Background: an optimization exercise with open tools, aiming at small area. Do not read the settings as production practice.
In this exercise RTL edits were held to simulation tests only and were not proved equivalent to the original.

## run a
## Pong
module Pong #(
    parameter CLOCK_FREQ = 25000
)(
    input clock,
    input reset,
    input key0,
    input key1,
    input key2,
    input key3,
    output [6:0] segZero,
    output [6:0] segOne,
    output [6:0] segFour,
    output [6:0] segFive,
    output             resetApp,
    output             LT24Wr_n,
    output             LT24Rd_n,
    output             LT24CS_n,
    output             LT24RS,
    output             LT24Reset_n,
    output [15:0]      LT24Data,
    output             LT24LCDOn
);
reg syncKey2a, syncKey2, syncKey3a, syncKey3;
reg menuState;
always @(posedge clock) begin
    syncKey2a <= key2;
    syncKey2  <= syncKey2a;
    syncKey3a <= key3;
    syncKey3  <= syncKey3a;
    if (reset)          menuState <= 1'b1;
    else if (menuState) menuState <= syncKey2;
    else                menuState <= !syncKey3 && !key3;
end
wire engineReset = reset || menuState || !syncKey3;
reg        engineResetDly;
reg [11:0] seqCnt;
wire loopBlk = (seqCnt[11:4] == 8'hCB);
always @(posedge clock) begin
    engineResetDly <= engineReset;
    if (engineResetDly) seqCnt <= 12'd16;
    else seqCnt <= {seqCnt[11:4] + {7'b0, (&seqCnt[3:0]) && !loopBlk}, seqCnt[3:0] + 4'd1};
end
wire dispReset  = engineResetDly || (seqCnt[11:2] == 10'd4 && !(seqCnt[1] && seqCnt[0]));
wire appRun     = (seqCnt >= 12'hC99);      
wire sendRegion = (seqCnt >= 12'hBCC);      
wire pixMode    = (seqCnt >= 12'hC9B);      
wire [3:0] phase = seqCnt[3:0];             
assign resetApp    = engineResetDly || !appRun;
assign LT24Reset_n = !dispReset;
assign LT24CS_n    = 1'b0;
assign LT24Rd_n    = 1'b1;
assign LT24LCDOn   = 1'b1;
reg [5:0] padTimer, ballTimer;
wire stepSlot    = (seqCnt[1:0] == 2'd0);
wire tickSlot    = (seqCnt[1:0] == 2'd3);
wire tickPaddles = tickSlot && (padTimer == 6'd28);
wire tickBall    = tickSlot && (ballTimer == 6'd22);
always @(posedge clock) begin
    if (engineReset || engineResetDly || (stepSlot && padTimer == 6'd56)) padTimer <= 6'd0;
    else padTimer <= padTimer + {5'd0, stepSlot};
    if (engineReset || engineResetDly || (stepSlot && ballTimer == 6'd44)) ballTimer <= 6'd0;
    else ballTimer <= ballTimer + {5'd0, stepSlot};
end
reg [7:0] xBall;
reg [8:0] yBall;
reg       xDir, yDir;
  ...
export LEC_CHECK = 0
export CAP_MARGIN = 20
export CORE_MARGIN = 2
export CORE_UTILIZATION = 40
export SLEW_MARGIN = 20
create_clock -name core_clock -period 12.0 [get_ports {clock}]
standard.sh (not shown) runs the stock make flow with config.mk's settings and CLKGATE_MAP_FILE= SYNTH_SCRIPT=/design/flow/synth_recipe.tcl, a recipe that flattens the netlist after the stock synthesis.
==> flow/flow/run.sh <==
#!/bin/bash
# Layout flow: the standard layout (standard.sh, all ORFS steps and settings)
# with two changes:
#  - synthesis: the final ABC technology mapping uses the area-oriented script
#    flow/area.abc instead of ORFS's; the rest of synth_recipe.tcl is unchanged,
#    so the registers are the standard synthesis's;
#  - port buffering uses the smallest buffer cell (sky130_fd_sc_hd__buf_1).
# The make output goes to flow_make.log; ORFS writes each step's log under orfs/logs.
set -euo pipefail
W=$(pwd)
cat "$W/flow/abc_override.tcl" "$W/synth_recipe.tcl" > "$W/area_synth.tcl"
export AREA_ABC_SCRIPT="$W/flow/area.abc"
sed -e "s#SYNTH_SCRIPT=[^ ]*#SYNTH_SCRIPT=$W/area_synth.tcl 'BUFFER_PORTS_ARGS=-buffer_cell sky130_fd_sc_hd__buf_1'#" \
    "$W/standard.sh" > "$W/area_standard.sh"
bash "$W/area_standard.sh" > "$W/flow_make.log" 2>&1
test -s "$W/out/final.def"
==> flow/flow/abc_override.tcl <==
# Run ABC's final technology mapping with an area-oriented script (AREA_ABC_SCRIPT)
# instead of ORFS's; everything else in the standard synthesis is unchanged.
proc abc {args} {
  set out {}
  set i 0
  while {$i < [llength $args]} {
    set a [lindex $args $i]
    if {$a eq "-script"} {
      incr i
      lappend out -script $::env(AREA_ABC_SCRIPT)
    } else {
      lappend out $a
    }
    incr i
  }
  yosys abc {*}$out
}
==> flow/flow/area.abc <==
strash
dc2
dch -f
amap
strash
dc2
dch -f
amap
Run a ran to completion and came out clean on the timing, DRC and antenna checks.
Edits applied to the flow inputs when going from run a to run b:
==> flow/run.sh (new file) <==
#!/bin/bash
# synth_recipe.tcl (not shown) runs the flow's synth.tcl, then flattens the netlist and writes it again
# the make line also repeats each setting of config.mk as NAME=value (left out here)
make -C /OpenROAD-flow-scripts/flow DESIGN_CONFIG=/design/flow/config.mk WORK_HOME=/design/flow/orfs CLKGATE_MAP_FILE= SYNTH_SCRIPT=/design/flow/synth_recipe.tcl finish
removed: flow/flow/run.sh
removed: flow/flow/abc_override.tcl
removed: flow/flow/area.abc
removed: flow/standard.sh
==> comparison <==
The run showing the greater core utilization of the finished layout is run b.
Number of setup buffers added after CTS: run b vs run a — no meaningful difference
Cell area | run b vs run a | run b larger
Looking at vias per cell, run b sits 2.7% above run a.
Worst setup slack was higher in run b than in run a.
Diff run b and run a: clock-buffer cell count higher in run a

## separate check: timing with driven ports
How much do the figures lean on ideal ports? The routed layouts below were timed once more, with nothing changed but the port constraints.
Step 1 sets driving cells, clkbuf_16 on the clock port and buf_2 on the other inputs (assumed; they add their load-dependent delay and slew).
Step 2 adds t to the input delays and takes it off the output delays; t is the mean of the earliest and latest rising clock arrival at the registers after step 1. Input paths then give back, and output paths get back, about the clock's delay inside the block.
Three values: ideal, step 1, step 2; two values: the first two.
run	t, ns	setup slack, ns	worst hold slack (ns)
run a	0.381	4.576 / 4.538 / 4.918	0.329 / 0.329 / 0.329
run b	0.392	5.302 / 5.259 / 5.651	0.328 / 0.328 / 0.328
After both steps every run listed still meets setup and hold.
